What follows belongs to an exercise in optimizing a design on an open flow for small area; a production flow would make more cautious choices.
The RTL was checked by simulation tests, not by an equivalence proof against the original design.
No activity file was given, so power comes from the tool's default toggle rates.

== v24 ==
==> flow/design.v (excerpt) <==
module PEArray2 #(
    parameter W = 8,
    parameter N = 4
)(
    input logic clk, rst, stationaryCtrl,
    input logic [N-1:0][W-1:0] a_in,
    input logic [N-1:0][W-1:0] b_in,
    input logic [N-1:0][W-1:0] c_in,
    output logic [N-1:0][W-1:0] c_out
);
Size in the first run: roughly 1,600 cells after synthesis, about 230 flip-flops, ~130 I/O pins, roughly 0.018 sq mm of cells after synthesis.
==> flow/config.mk <==
export PLATFORM = sky130hd
export DESIGN_NAME = PEArray2
export DESIGN_NICKNAME = PEArray2
export VERILOG_FILES = /design/flow/design.v
export SDC_FILE = /design/flow/constraint.sdc
export NUM_CORES = 4
export LEC_CHECK = 0
export CAP_MARGIN = 20
export CORE_MARGIN = 2
export CORE_UTILIZATION = 40
export SLEW_MARGIN = 20
export SYNTH_HIERARCHICAL = 1
export SYNTH_MINIMUM_KEEP_SIZE = 0
==> flow/constraint.sdc <==
create_clock -name core_clock -period 6.5 [get_ports {clk}]
set_input_delay 1.3000 -clock core_clock [delete_from_list [all_inputs] [get_ports {clk}]]
set_output_delay 1.3000 -clock core_clock [all_outputs]
set_load 0.01 [all_outputs]
standard.sh (not shown) runs the stock make flow with config.mk's settings and CLKGATE_MAP_FILE= SYNTH_SCRIPT=/design/flow/synth_recipe.tcl, a recipe that flattens the netlist after the stock synthesis.
==> flow/flow/run.sh <==
#!/bin/bash
# Standard ORFS layout; ports are buffered with the smallest buffer.
set -euo pipefail
export BUFFER_PORTS_ARGS="-buffer_cell sky130_fd_sc_hd__buf_1"
bash standard.sh > standard.log 2>&1
Modified inputs, v25 compared to v24
==> flow/flow/run.sh <==
#!/bin/bash
# Standard ORFS layout; ports are buffered with the smallest buffer and the
# clock tree uses small clock buffers without dummy loads.
set -euo pipefail
export BUFFER_PORTS_ARGS="-buffer_cell sky130_fd_sc_hd__buf_1"
export CTS_ARGS="-sink_clustering_enable -repair_clock_nets -dont_use_dummy_load -sink_clustering_size 16 -sink_clustering_max_diameter 80 -buf_list {sky130_fd_sc_hd__clkbuf_4 sky130_fd_sc_hd__clkbuf_8}"
bash standard.sh > standard.log 2>&1
-- flow/config.mk --
<<< v24, line 9
export CORE_MARGIN = 2
export CORE_UTILIZATION = 40
export SLEW_MARGIN = 20
>>> v25, line 9
export CORE_MARGIN = 2
export CORE_UTILIZATION = 65
export GPL_TIMING_DRIVEN = 0
export SLEW_MARGIN = 20
## What came out
Worst setup slack before clock tree synthesis in v25 is 1.19 ns below v24. Total overflow reported by the global router: v24 vs v25 — no meaningful difference. Diff v24 -> v25: maximum frequency saw a decrease; power saw a decrease; utilization after layout saw an increase; non-clock buffer count saw a decrease. v25 reached the end of the flow, and the finished layout is clean on the timing, design-rule and antenna checks.
For v52, these inputs were changed with respect to v25:
==> flow/flow/run.sh <==
#!/bin/bash
# Standard ORFS layout; ports are buffered with the smallest buffer and the
# clock tree uses small clock buffers without dummy loads.
set -euo pipefail
export BUFFER_PORTS_ARGS="-buffer_cell sky130_fd_sc_hd__buf_1"
export CTS_ARGS="-sink_clustering_enable -repair_clock_nets -dont_use_dummy_load -buf_list {sky130_fd_sc_hd__clkbuf_4 sky130_fd_sc_hd__clkbuf_8}"
bash standard.sh > standard.log 2>&1
-- flow/config.mk --
<<< v25, line 9
export CORE_MARGIN = 2
export CORE_UTILIZATION = 65
export GPL_TIMING_DRIVEN = 0
export SLEW_MARGIN = 20
>>> v52, line 9
export CORE_MARGIN = 2
export CORE_UTILIZATION = 40
export SLEW_MARGIN = 20
--- outcome ---
Well-tap cell count (v52 / v25): 1.6. Aggregate global-route resource usage | v52 below v25. Lower final cell count was reported by v25, not v52. v25 → v52: post-layout worst setup margin +0.30 ns, clock network area share +1.4 points, worst hold slack -0.019 ns, total number of vias -about 1.5%. Clock share of power is lower on v25. Of the two candidates, v25 has the worse power and v52 the better one.
Modified inputs, v46 compared to v52
==> flow/flow/run.sh <==
#!/bin/bash
# Standard ORFS layout; ports are buffered with the smallest buffer and the
# clock tree uses small clock buffers without dummy loads.
set -euo pipefail
export BUFFER_PORTS_ARGS="-buffer_cell sky130_fd_sc_hd__buf_1"
export CTS_ARGS="-sink_clustering_enable -repair_clock_nets -dont_use_dummy_load -sink_clustering_size 16 -sink_clustering_max_diameter 80 -buf_list {sky130_fd_sc_hd__clkbuf_4 sky130_fd_sc_hd__clkbuf_8}"
bash standard.sh > standard.log 2>&1
-- flow/config.mk --
<<< v52, line 9
export CORE_MARGIN = 2
export CORE_UTILIZATION = 40
export SLEW_MARGIN = 20
>>> v46, line 9
export CORE_MARGIN = 2
export CORE_UTILIZATION = 65
export SLEW_MARGIN = 20
Findings:
Count of clock-buffer cells in the layout: higher on v52
Looking at worst setup slack across both flows, v46 is the stronger of the two, with v52 trailing.
The met1 track demand over resource in global routing in v46 was higher than what v52 gave.
Between v52 and v46, total routed wirelength decreased.
Relative to v52, the final cell area reported for v46 is lower.
On total power, the lower figure sits with v46, not v52.
Compared with v52, v46 shows post-synthesis to final-layout area growth lower by 4.8 points.
Having completed the whole flow, v46 delivered a layout that passed the timing, design-rule and antenna checks.
Lower final cell count was reported by v46, not v52.
Compared with v52, in v46 pre-CTS setup slack grew by 0.033 ns, placement row count shrank by 17, minimum clock period -0.034 ns.

Another version of the RTL of PEArray2 (not shown whole).
For scale: about 230 flip-flops.
export LEC_CHECK = 0
export CAP_MARGIN = 20
export CORE_MARGIN = 2
export CORE_UTILIZATION = 65
export SLEW_MARGIN = 20
export SYNTH_HIERARCHICAL = 1
export SYNTH_MINIMUM_KEEP_SIZE = 0
create_clock -name core_clock -period 6.5 [get_ports {clk}]
==> flow/flow/run.sh <==
#!/bin/bash
# Standard ORFS layout; ports are buffered with the smallest buffer and the
# clock tree uses small clock buffers without dummy loads.
set -euo pipefail
export BUFFER_PORTS_ARGS="-buffer_cell sky130_fd_sc_hd__buf_1"
export CTS_ARGS="-sink_clustering_enable -repair_clock_nets -dont_use_dummy_load -sink_clustering_size 12 -sink_clustering_max_diameter 60 -buf_list {sky130_fd_sc_hd__clkbuf_4}"
bash standard.sh > standard.log 2>&1
Edit:
--- a/flow/flow/run.sh
+++ b/flow/flow/run.sh
@@ -6 +6 @@
-export CTS_ARGS="-sink_clustering_enable -repair_clock_nets -dont_use_dummy_load -sink_clustering_size 12 -sink_clustering_max_diameter 60 -buf_list {sky130_fd_sc_hd__clkbuf_4}"
+export CTS_ARGS="-sink_clustering_enable -repair_clock_nets -dont_use_dummy_load -sink_clustering_size 16 -sink_clustering_max_diameter 80 -buf_list {sky130_fd_sc_hd__clkbuf_4 sky130_fd_sc_hd__clkbuf_8}"
--- a/flow/config.mk
+++ b/flow/config.mk
@@ -10,0 +11 @@
+export GPL_TIMING_DRIVEN = 0
=> The changed run ran to the end with no violations; utilization climbs by 0.71 points; via count is higher by 1.8%; cell count increases by 1.6%; critical path depth is higher by 1; setup slack got worse by 0.71 ns.
Edit:
--- a/flow/flow/run.sh
+++ b/flow/flow/run.sh
@@ -6 +6 @@
-export CTS_ARGS="-sink_clustering_enable -repair_clock_nets -dont_use_dummy_load -sink_clustering_size 16 -sink_clustering_max_diameter 80 -buf_list {sky130_fd_sc_hd__clkbuf_4 sky130_fd_sc_hd__clkbuf_8}"
+export CTS_ARGS="-sink_clustering_enable -repair_clock_nets -dont_use_dummy_load -sink_clustering_size 14 -sink_clustering_max_diameter 70 -buf_list {sky130_fd_sc_hd__clkbuf_4 sky130_fd_sc_hd__clkbuf_8}"
--- a/flow/config.mk
+++ b/flow/config.mk
@@ -11 +10,0 @@
-export GPL_TIMING_DRIVEN = 0
Wire length came out lower by a few percent; power came out lower by a few percent; worst hold slack improves by 0.023 ns; non-clock buffer count went down by 42; synthesized cell count is unchanged.
Edit:
--- a/flow/flow/run.sh
+++ b/flow/flow/run.sh
@@ -6 +6 @@
-export CTS_ARGS="-sink_clustering_enable -repair_clock_nets -dont_use_dummy_load -sink_clustering_size 14 -sink_clustering_max_diameter 70 -buf_list {sky130_fd_sc_hd__clkbuf_4 sky130_fd_sc_hd__clkbuf_8}"
+export CTS_ARGS="-sink_clustering_enable -repair_clock_nets -dont_use_dummy_load -sink_clustering_size 16 -sink_clustering_max_diameter 80 -buf_list {sky130_fd_sc_hd__clkbuf_4 sky130_fd_sc_hd__clkbuf_8}"
Hold slack loses 0.018 ns.
Utilization fell by 0.30 points.
Cell count is about the same.
Cell area went down by about 0.4%.
Fmax went down by 0.37%.
Area after synthesis does not change.
Clock-buffer cell count came out lower by 6.
Register-to-register slack gets worse by 0.05 ns.
Clock power drops by 11%.
Wire length is lower by about 0.6%.
Via count shrinks by 0.47%.

==> re-timing with driven ports <==
The flow's constraints put no driver on any port. The routed layouts listed below were extracted and timed again, unchanged, in two steps. Step 1 assumes that a clkbuf_16 drives the clock port and a buf_2 every other input. Step 2 times the ports against the registers' clock, not the clock port: input delays grow and output delays shrink by t, the midpoint of the rising clock arrivals with the driver on. a / b / c = no drivers / after step 1 / after step 2; a / b = the first two.
run	shift t [ns]	setup WS [ns]	hold slack, ns	pins driven straight from the clock port
v24	0.630	0.413 / 0.447 / -0.183	0.435 / 0.435 / 0.435	1
v25	0.587	0.106 / 0.134 / -0.453	0.442 / 0.442 / 0.442	1
v52	0.620	0.407 / 0.436 / -0.184	0.423 / 0.423 / 0.423	1
v46	0.593	0.442 / 0.467 / -0.126	0.411 / 0.411 / 0.411	1
the first run of note 2	0.740	1.496 / 1.516 / 0.777	0.432 / 0.432 / 0.432	1
the second run of note 2	0.571	0.786 / 0.810 / 0.239	0.417 / 0.417 / 0.417	1
the third run of note 2	0.598	1.317 / 1.340 / 0.742	0.440 / 0.440 / 0.440	1
the fourth run of note 2	0.577	1.298 / 1.322 / 0.745	0.421 / 0.421 / 0.421	1
With both steps, setup timing fails in v24, v25, v52 and v46, where it was met with ideal ports. The setup slack of the first run of note 2, which loses most, moves by +0.020 ns with the drivers and by -0.719 ns with both steps.
